Background: an optimization exercise with open tools, aiming at small area, a short achievable clock period and few clock cycles per item. Do not read the settings as production practice. In this exercise RTL edits were held to simulation tests only and were not proved equivalent to the original.

## geofence
module geofence (clk, reset, X, Y, R, valid, is_inside);
input clk;
input reset;
input [9:0] X;
input [9:0] Y;
input [10:0] R;
output reg valid;
output reg is_inside;
reg [5:0] n;                        
wire [5:0] n_n = (n == 6'd38) ? 6'd0 : n + 6'd1;
reg [2:0] g;                        
wire [2:0] g_n = (n == 6'd38 || g == 3'd5) ? 3'd0 : g + 3'd1;
reg inph;
reg [30:0] ring [0:5];              
reg [9:0] X0, Y0;
integer k;
always @(posedge clk) begin
    for (k = 0; k < 5; k = k + 1) ring[k] <= ring[k+1];
    ring[5] <= inph ? {X, Y, R} : ring[0];
    if (n == 6'd0) begin X0 <= X; Y0 <= Y; end
end
function [2:0] posof;               
    input [2:0] j;
    input [2:0] gg;
    reg [3:0] d;
    begin
        d = {1'b0, j} + 4'd6 - {1'b0, gg};
        posof = (d >= 4'd6) ? d[2:0] - 3'd6 : d[2:0];
    end
endfunction
reg [2:0] rk1, rk2, rk3, rk4, rk5;
function [2:0] lsel;                
    input [2:0] r;
    begin
        lsel = (rk1 == r) ? 3'd1 : (rk2 == r) ? 3'd2 : (rk3 == r) ? 3'd3 :
               (rk4 == r) ? 3'd4 : 3'd5;
    end
endfunction
reg [2:0] posA, posB;
reg       first;                    
wire [2:0] posB_e = first ? posof(lsel(3'd0), g) : posB;
wire [30:0] pA = ring[posA];
wire [30:0] pB = ring[posB_e];
wire [9:0]  ax = pA[30:21], ay = pA[20:11];
wire [10:0] ar = pA[10:0];
wire [9:0]  bx = pB[30:21], by = pB[20:11];
wire [10:0] br = pB[10:0];
reg sload, smul, aph, sph, eph, uvl, aqsh, aacc, tacc, fin, radsum, radodd;
reg [2:0] ci, cj;                   
reg [2:0] li, lj;                   
reg [2:0] asel;                     
function [5:0] pairof;
    input [5:0] nn;
    case (nn)
        6'd3:  pairof = {3'd1, 3'd2};
        6'd4:  pairof = {3'd1, 3'd3};
        6'd5:  pairof = {3'd2, 3'd3};
        6'd6:  pairof = {3'd1, 3'd4};
        6'd7:  pairof = {3'd2, 3'd4};
        6'd8:  pairof = {3'd3, 3'd4};
        6'd9:  pairof = {3'd1, 3'd5};
        6'd10: pairof = {3'd2, 3'd5};
        6'd11: pairof = {3'd3, 3'd5};
        default: pairof = {3'd4, 3'd5};
    endcase
endfunction
function [2:0] qsel;
  ...
Size: about 4500 cells after synthesis, about 500 flip-flops, roughly 35 I/O pins.
Settings: LEC_CHECK=0, CAP_MARGIN=20, CORE_MARGIN=2, CORE_UTILIZATION=40, SLEW_MARGIN=20; clock period 25.0 ns.
run.sh (not shown) runs the stock make flow with config.mk's settings and CLKGATE_MAP_FILE= SYNTH_SCRIPT=/design/flow/synth_recipe.tcl, a recipe that flattens the netlist after the stock synthesis.
Testbench counts at the start, summed over its fixed seeds: cycles 62,400, items 1,600.
Rerun with:
--- a/flow/config.mk
+++ b/flow/config.mk
@@ -7,0 +8 @@
+export ABC_AREA = 1
Via count grows by about 9%.
Worst setup slack gets better by 0.34 ns.
Sequential cell count stays the same.
Clock skew drops by 0.032 ns.
Wire length increases by 8.3%.
Cell area grows by 1.4%.
Clock-buffer cell count came out lower by 8.
First-iteration DRC count went up by about 2%.

geofence, a different RTL version from the one above (not shown whole).
Size in the first run: about 510 flip-flops, ~35 I/O pins, ~37,000 µm² of cells after synthesis.
export LEC_CHECK = 0
export ABC_AREA = 1
export CAP_MARGIN = 20
export CORE_MARGIN = 2
export CORE_UTILIZATION = 40
export GPL_TIMING_DRIVEN = 0
export SLEW_MARGIN = 20
create_clock -name core_clock -period 25.0 [get_ports {clk}]
standard.sh (not shown) runs the stock make flow with config.mk's settings and CLKGATE_MAP_FILE= SYNTH_SCRIPT=/design/flow/synth_recipe.tcl, a recipe that flattens the netlist after the stock synthesis.
==> flow/flow/run.sh <==
#!/bin/bash
# Standard ORFS layout at the design's clock and constraints, with two changes:
# the ports are buffered with a plain buf_2 (instead of the delay buffer
# buffer_ports picks by default), and repair_timing is asked for 18.85 ns of
# setup margin so that it also works on paths that already meet the clock.
set -euo pipefail
export BUFFER_PORTS_ARGS="-buffer_cell sky130_fd_sc_hd__buf_2"
export SETUP_SLACK_MARGIN=18.85
bash standard.sh > standard.log 2>&1
The baseline completed without violations.
Testbench counts at the start, summed over its fixed seeds: cycles 62,400, items 1,600.
Change:
==> flow/flow/run.sh (replaced) <==
#!/bin/bash
# Standard ORFS layout at the design's clock and constraints, with two changes:
# the ports are buffered with a plain buf_2 (instead of the delay buffer
# buffer_ports picks by default), and repair_timing is asked for 19 ns of
# setup margin so that it also works on paths that already meet the clock.
set -euo pipefail
export BUFFER_PORTS_ARGS="-buffer_cell sky130_fd_sc_hd__buf_2"
export SETUP_SLACK_MARGIN=19
bash standard.sh > standard.log 2>&1
--- a/flow/config.mk
+++ b/flow/config.mk
@@ -11,3 +11,2 @@
 export CORE_UTILIZATION = 40
-export GPL_TIMING_DRIVEN = 0
 export SLEW_MARGIN = 20
The changed run completed without violations.
Setup slack gets better by 47 ps.
Non-clock buffer count goes down by 90.
Flip-flop and latch count does not change.
Cell area falls by 0.53%.
Change:
--- a/flow/config.mk
+++ b/flow/config.mk
@@ -11,2 +11,4 @@
 export CORE_UTILIZATION = 40
+export CTS_CLUSTER_DIAMETER = 100
+export CTS_CLUSTER_SIZE = 20
 export SLEW_MARGIN = 20
What happened: Cell area is lower by 2.6%. First-iteration DRC count drops by 5.6%.

geofence, a different RTL version from the one above (not shown whole).
For scale: ~510 flip-flops, roughly 38000 um2 of cells after synthesis.
clock: 25.0 ns
lec_check: 0
abc_area: 1
cap_margin: 20
core_margin: 2
core_utilization: 55
cts_buf_list: sky130_fd_sc_hd__clkbuf_8
slew_margin: 20
==> flow/flow/run.sh <==
#!/bin/bash
# Standard ORFS layout at the design's clock and constraints, with two changes:
# the ports are buffered with a plain buf_2 (instead of the delay buffer
# buffer_ports picks by default), and repair_timing is asked for 19 ns of
# setup margin so that it also works on paths that already meet the clock.
set -euo pipefail
export BUFFER_PORTS_ARGS="-buffer_cell sky130_fd_sc_hd__buf_2"
export SETUP_SLACK_MARGIN=19
bash standard.sh > standard.log 2>&1
Testbench counts at the start, summed over its fixed seeds: cycles 62,400, items 1,600.
Change:
- CORE_UTILIZATION: 55 -> 40
Hold slack stays flat.
Final cell count increases by about 5.5%.
Setup slack got worse by 0.10 ns.
Synthesized area is unchanged.
Global-route usage is lower by 8.4 points.
Clock skew went down by 0.0060 ns.
Count of clock-buffer cells in the layout grows by 2.
Change:
==> flow/flow/run.sh (replaced) <==
#!/bin/bash
# Standard ORFS layout; the only change is the cell used to buffer the ports
# (a plain buf_2 instead of the delay buffer buffer_ports picks by default).
set -euo pipefail
export BUFFER_PORTS_ARGS="-buffer_cell sky130_fd_sc_hd__buf_2"
bash standard.sh > standard.log 2>&1
- CTS_BUF_LIST: sky130_fd_sc_hd__clkbuf_8 -> not set
Result:
- The changed run completed without violations
- core utilization is lower by 0.82 points
- register-to-register slack degrades by 0.80 ns
- design area is lower slightly
- sequential cell count stays the same
- worst setup slack degrades by 0.18 ns
- critical path depth is higher by 36
Change:
==> flow/flow/run.sh (replaced) <==
#!/bin/bash
# Standard ORFS layout at the design's clock and constraints, with two changes:
# the ports are buffered with a plain buf_2 (instead of the delay buffer
# buffer_ports picks by default), and repair_timing is asked for 19 ns of
# setup margin so that it also works on paths that already meet the clock.
set -euo pipefail
export BUFFER_PORTS_ARGS="-buffer_cell sky130_fd_sc_hd__buf_2"
export SETUP_SLACK_MARGIN=19
bash standard.sh > standard.log 2>&1
- The new run went through all stages and came out clean
- wire length is higher slightly
- non-clock buffer count increases by 47
- utilization went up by 0.95 points
- worst hold slack gets better by 0.0036 ns
- area after synthesis does not change

JK:
Another version of the RTL of geofence (not shown whole).
Size in the first run: ~5200 cells after synthesis, roughly 35 I/O pins, roughly 41000 µm² of cells after synthesis.
make LEC_CHECK=0 ABC_AREA=1 CAP_MARGIN=20 CORE_MARGIN=2 CORE_UTILIZATION=40 SLEW_MARGIN=20 finish   # period 25.0 ns
run.sh (not shown) runs the stock make flow with config.mk's settings and CLKGATE_MAP_FILE= SYNTH_SCRIPT=/design/flow/synth_recipe.tcl, a recipe that flattens the netlist after the stock synthesis.
Stock flow here: none of the scripts above is used.
JK was carried through to the last stage, and its layout satisfied the timing, DRC and antenna checks.
Testbench counts of JK, summed over its fixed seeds: cycles 64,000, items 1,600.
[inputs] MS vs JK
- a deleted ABC_AREA that had been 1
## What came out
There was hardly any difference in share of the core filled with cells between JK and MS.
STATUS final hold slack: MS wins against JK
Compared with JK, in MS cell count shows a reduction of 590, fmax decreased by about 8% relative to the old numbers, layout overhead on the synthesized area went down by 0.36 points.

Setup of main:
Another version of the RTL of geofence (not shown whole).
For scale: about 4900 cells after synthesis, ~35 I/O pins.
// geofence
module geofence (clk, reset, X, Y, R, valid, is_inside);
input clk;
input reset;
input [9:0] X;
input [9:0] Y;
input [10:0] R;
output reg valid;
output reg is_inside;
reg [5:0] n;                        
wire [5:0] n_n = (n == 6'd38) ? 6'd0 : n + 6'd1;
reg [2:0] g;                        
wire [2:0] g_n = (n == 6'd38 || g == 3'd5) ? 3'd0 : g + 3'd1;
reg inph;
reg [30:0] ring [0:5];              
reg [9:0] X0, Y0;
integer k;
always @(posedge clk) begin
    for (k = 0; k < 5; k = k + 1) ring[k] <= ring[k+1];
    ring[5] <= inph ? {X, Y, R} : ring[0];
    if (n == 6'd0) begin X0 <= X; Y0 <= Y; end
end
function [2:0] posof;               
    input [2:0] j;
    input [2:0] gg;
    reg [3:0] d;
    begin
        d = {1'b0, j} + 4'd6 - {1'b0, gg};
        posof = (d >= 4'd6) ? d[2:0] - 3'd6 : d[2:0];
    end
endfunction
reg [2:0] rk1, rk2, rk3, rk4, rk5;
wire [2:0] rf1, rf2, rf3, rf4, rf5;    
function [2:0] lsel;                
    input [2:0] r;
    begin
        lsel = (rf1 == r) ? 3'd1 : (rf2 == r) ? 3'd2 : (rf3 == r) ? 3'd3 :
  ...
Settings: LEC_CHECK=0, ABC_AREA=1, CAP_MARGIN=20, CORE_MARGIN=2, CORE_UTILIZATION=40, SLEW_MARGIN=20; clock period 25.0 ns.
main: full flow OK, the timing, DRC and antenna checks passed
Testbench counts of main, summed over its fixed seeds: cycles 62,400, items 1,600.
The following lists how the feature branch was set up differently from main:
==> flow/flow/run.sh (new file) <==
#!/bin/bash
# Standard ORFS layout; the only change is the cell used to buffer the ports
# (a plain buf_2 instead of the delay buffer buffer_ports picks by default).
set -euo pipefail
export BUFFER_PORTS_ARGS="-buffer_cell sky130_fd_sc_hd__buf_2"
bash standard.sh > standard.log 2>&1
==> flow/standard.sh (new file) <==
#!/bin/bash
# synth_recipe.tcl (not shown) runs the flow's synth.tcl, then flattens the netlist and writes it again
# the make line also repeats each setting of config.mk as NAME=value (left out here)
make -C /OpenROAD-flow-scripts/flow DESIGN_CONFIG=/design/flow/config.mk WORK_HOME=/design/flow/orfs CLKGATE_MAP_FILE= SYNTH_SCRIPT=/design/flow/synth_recipe.tcl "${@:-finish}"
removed: flow/run.sh
[summary]
- Comparing main and the feature branch, the higher minimum clock period after layout was measured on the feature branch.
- Type of the setup path with the least slack = reg -> reg: the feature branch; type of the setup path with the least slack = reg -> out: main
- The feature branch ends up with a final critical-path share of the clock period that is 2.7 points higher than in main.

run 1:
geofence, a different RTL version from the one above (not shown whole).
Size in the first run: roughly 3,400 cells after synthesis, about 35 I/O pins, about 34,000 um2 of cells after synthesis.
clock: 25.0 ns
lec_check: 0
abc_area: 0
cap_margin: 20
core_margin: 2
core_utilization: 55
cts_cluster_diameter: 100
cts_cluster_size: 20
slew_margin: 20
standard.sh (not shown) runs the stock make flow with config.mk's settings and CLKGATE_MAP_FILE= SYNTH_SCRIPT=/design/flow/synth_recipe.tcl, a recipe that flattens the netlist after the stock synthesis.
==> flow/flow/run.sh <==
#!/bin/bash
# Standard ORFS layout at the design's clock and constraints, with two changes:
# the ports are buffered with a plain buf_2 (instead of the delay buffer
# buffer_ports picks by default), and repair_timing is asked for 19 ns of
# setup margin so that it also works on paths that already meet the clock.
set -euo pipefail
export BUFFER_PORTS_ARGS="-buffer_cell sky130_fd_sc_hd__buf_2"
export SETUP_SLACK_MARGIN=19
bash standard.sh > standard.log 2>&1
Run 1 completed end to end with timing, DRC and antenna clean.
Testbench counts of run 1, summed over its fixed seeds: cycles 60,800, items 1,600.
[inputs] run 2 vs run 1
diff --git a/flow/config.mk b/flow/config.mk
--- a/flow/config.mk
+++ b/flow/config.mk
@@ -7,3 +7,3 @@
 export LEC_CHECK = 0
-export ABC_AREA = 0
+export ABC_AREA = 1
 export CAP_MARGIN = 20
The run showing the greater routability-driven placement congestion ratio is run 2.
Number of instances resized during post-cts repair was lower in run 2 than in run 1.
Setup changes, run 2 to run 3
diff --git a/flow/config.mk b/flow/config.mk
--- a/flow/config.mk
+++ b/flow/config.mk
@@ -10,3 +10,3 @@
 export CORE_MARGIN = 2
-export CORE_UTILIZATION = 55
+export CORE_UTILIZATION = 40
 export CTS_CLUSTER_DIAMETER = 100
--- outcome ---
Final-layout clock buffer total, run 2 and run 3: larger value in run 3. Changes observed in run 3 relative to run 2: fraction of standard cell area in multi-input logic shrank by 0.67 points, maximum clock frequency held, depth of the worst register-to-register path shows an increase of 1, share of the core filled with cells in the final layout has decreased.

geofence, a different RTL version from the one above (not shown whole).
Size: ~500 flip-flops, about 35 I/O pins, ~39000 um2 of cells after synthesis.
export LEC_CHECK = 0
export ABC_AREA = 1
export CAP_MARGIN = 20
export CORE_MARGIN = 2
export CORE_UTILIZATION = 40
export SLEW_MARGIN = 20
create_clock -name core_clock -period 25.0 [get_ports {clk}]
Scripts as last shown in full above: flow/flow/run.sh
Testbench counts at the start, summed over its fixed seeds: cycles 62,400, items 1,600.
Next try:
==> flow/run.sh (new file) <==
#!/bin/bash
# synth_recipe.tcl (not shown) runs the flow's synth.tcl, then flattens the netlist and writes it again
# the make line also repeats each setting of config.mk as NAME=value (left out here)
make -C /OpenROAD-flow-scripts/flow DESIGN_CONFIG=/design/flow/config.mk WORK_HOME=/design/flow/orfs CLKGATE_MAP_FILE= SYNTH_SCRIPT=/design/flow/synth_recipe.tcl finish
removed: flow/flow/run.sh
removed: flow/standard.sh
Count of clock-buffer cells in the layout rose by 7.
Routed wire length fell by 1.2%.
Maximum frequency fell by 5.0%.

## run F
Another version of the RTL of geofence (not shown whole).
Size in the first run: roughly 3,900 cells after synthesis, roughly 510 flip-flops, about 35 I/O pins, ~34,000 um2 of cells after synthesis.
==> flow/config.mk <==
export PLATFORM = sky130hd
export DESIGN_NAME = geofence
export DESIGN_NICKNAME = geofence
export VERILOG_FILES = /design/flow/design.v
export SDC_FILE = /design/flow/constraint.sdc
export NUM_CORES = 4
export LEC_CHECK = 0
export ABC_AREA = 1
export CAP_MARGIN = 20
export CORE_MARGIN = 2
export CORE_UTILIZATION = 55
export CTS_CLUSTER_DIAMETER = 100
export CTS_CLUSTER_SIZE = 20
export SLEW_MARGIN = 20
==> flow/constraint.sdc <==
create_clock -name core_clock -period 25.0 [get_ports {clk}]
set_input_delay 5.0000 -clock core_clock [delete_from_list [all_inputs] [get_ports {clk}]]
set_output_delay 5.0000 -clock core_clock [all_outputs]
set_load 0.01 [all_outputs]
==> flow/flow/run.sh <==
#!/bin/bash
# Standard ORFS layout at the design's clock and constraints, with two changes:
# the ports are buffered with a plain buf_2 (instead of the delay buffer
# buffer_ports picks by default), and repair_timing is asked for 18.9 ns of
# setup margin so that it also works on paths that already meet the clock.
set -euo pipefail
export BUFFER_PORTS_ARGS="-buffer_cell sky130_fd_sc_hd__buf_2"
export SETUP_SLACK_MARGIN=18.9
bash standard.sh > standard.log 2>&1
Run F closes out successfully: all stages finished, all timing, DRC and antenna checks passed.
Testbench counts of run F, summed over its fixed seeds: cycles 60,800, items 1,600.
Input-level comparison between run E and run F:
==> flow/flow/run.sh <==
#!/bin/bash
# Standard ORFS layout at the design's clock and constraints, with two changes:
# the ports are buffered with a plain buf_2 (instead of the delay buffer
# buffer_ports picks by default), and repair_timing is asked for 19 ns of
# setup margin so that it also works on paths that already meet the clock.
set -euo pipefail
export BUFFER_PORTS_ARGS="-buffer_cell sky130_fd_sc_hd__buf_2"
export SETUP_SLACK_MARGIN=19
bash standard.sh > standard.log 2>&1
==> comparison <==
Total area of sequential cells delta for run E relative to run F: 0.38% higher
Compared run E against run F; minimum hold slack within noise.
Run E -> run F: first-pass GRT wire length flat

## separate check: timing with driven ports
No port has a modelled driver above. Below, the same layouts with a new extraction and two added sets of constraints. Step 1: set_driving_cell puts a clkbuf_16 on clk and a buf_2 on each other input, an assumption about the parent block. Step 2 adds t to the input delays and takes it off the output delays; t is the mean of the earliest and latest rising clock arrival at the registers after step 1. Input paths then give back, and output paths get back, about the clock's delay inside the block. Slacks: no drivers / after step 1 / after step 2; pairs: no drivers / after step 1.
| run | shift t [ns] | setup WS [ns] | slew at the worst register clock pin (ns) |
|---|---|---|---|
| the first run of note 1 | 0.706 | 16.482 / 16.482 / 16.482 | 0.07 / 0.07 |
| the second run of note 1 | 0.724 | 16.824 / 16.824 / 16.824 | 0.07 / 0.07 |
| the first run of note 2 | 0.688 | 18.802 / 18.734 / 19.167 | 0.08 / 0.08 |
| the second run of note 2 | 0.698 | 18.850 / 18.786 / 19.306 | 0.07 / 0.07 |
| the third run of note 2 | 0.704 | 18.851 / 18.784 / 19.275 | 0.10 / 0.10 |
| the first run of note 3 | 0.750 | 18.714 / 18.647 / 19.116 | 0.07 / 0.07 |
| the second run of note 3 | 0.810 | 18.613 / 18.546 / 19.243 | 0.08 / 0.08 |
| the third run of note 3 | 0.726 | 18.435 / 18.435 / 18.435 | 0.07 / 0.07 |
| the fourth run of note 3 | 0.726 | 18.693 / 18.625 / 19.239 | 0.07 / 0.07 |
| JK | 0.730 | 18.495 / 18.430 / 18.753 | 0.07 / 0.07 |
| MS | 0.721 | 17.919 / 17.919 / 17.919 | 0.07 / 0.07 |
| main | 0.721 | 18.488 / 18.410 / 18.497 | 0.07 / 0.07 |
| the feature branch | 0.734 | 17.810 / 17.810 / 17.810 | 0.08 / 0.08 |
| run 1 | 0.711 | 18.829 / 18.759 / 18.954 | 0.09 / 0.09 |
| run 2 | 0.642 | 18.925 / 18.856 / 19.246 | 0.09 / 0.09 |
| run 3 | 0.657 | 18.922 / 18.852 / 19.270 | 0.10 / 0.10 |
| the first run of note 7 | 0.718 | 18.828 / 18.760 / 19.085 | 0.07 / 0.07 |
| the second run of note 7 | 0.701 | 18.502 / 18.431 / 18.649 | 0.07 / 0.07 |
| run F | 0.673 | 18.901 / 18.836 / 19.232 | 0.09 / 0.09 |
| run E | 0.675 | 18.898 / 18.832 / 19.305 | 0.09 / 0.09 |
After both steps every run listed still meets setup and hold.
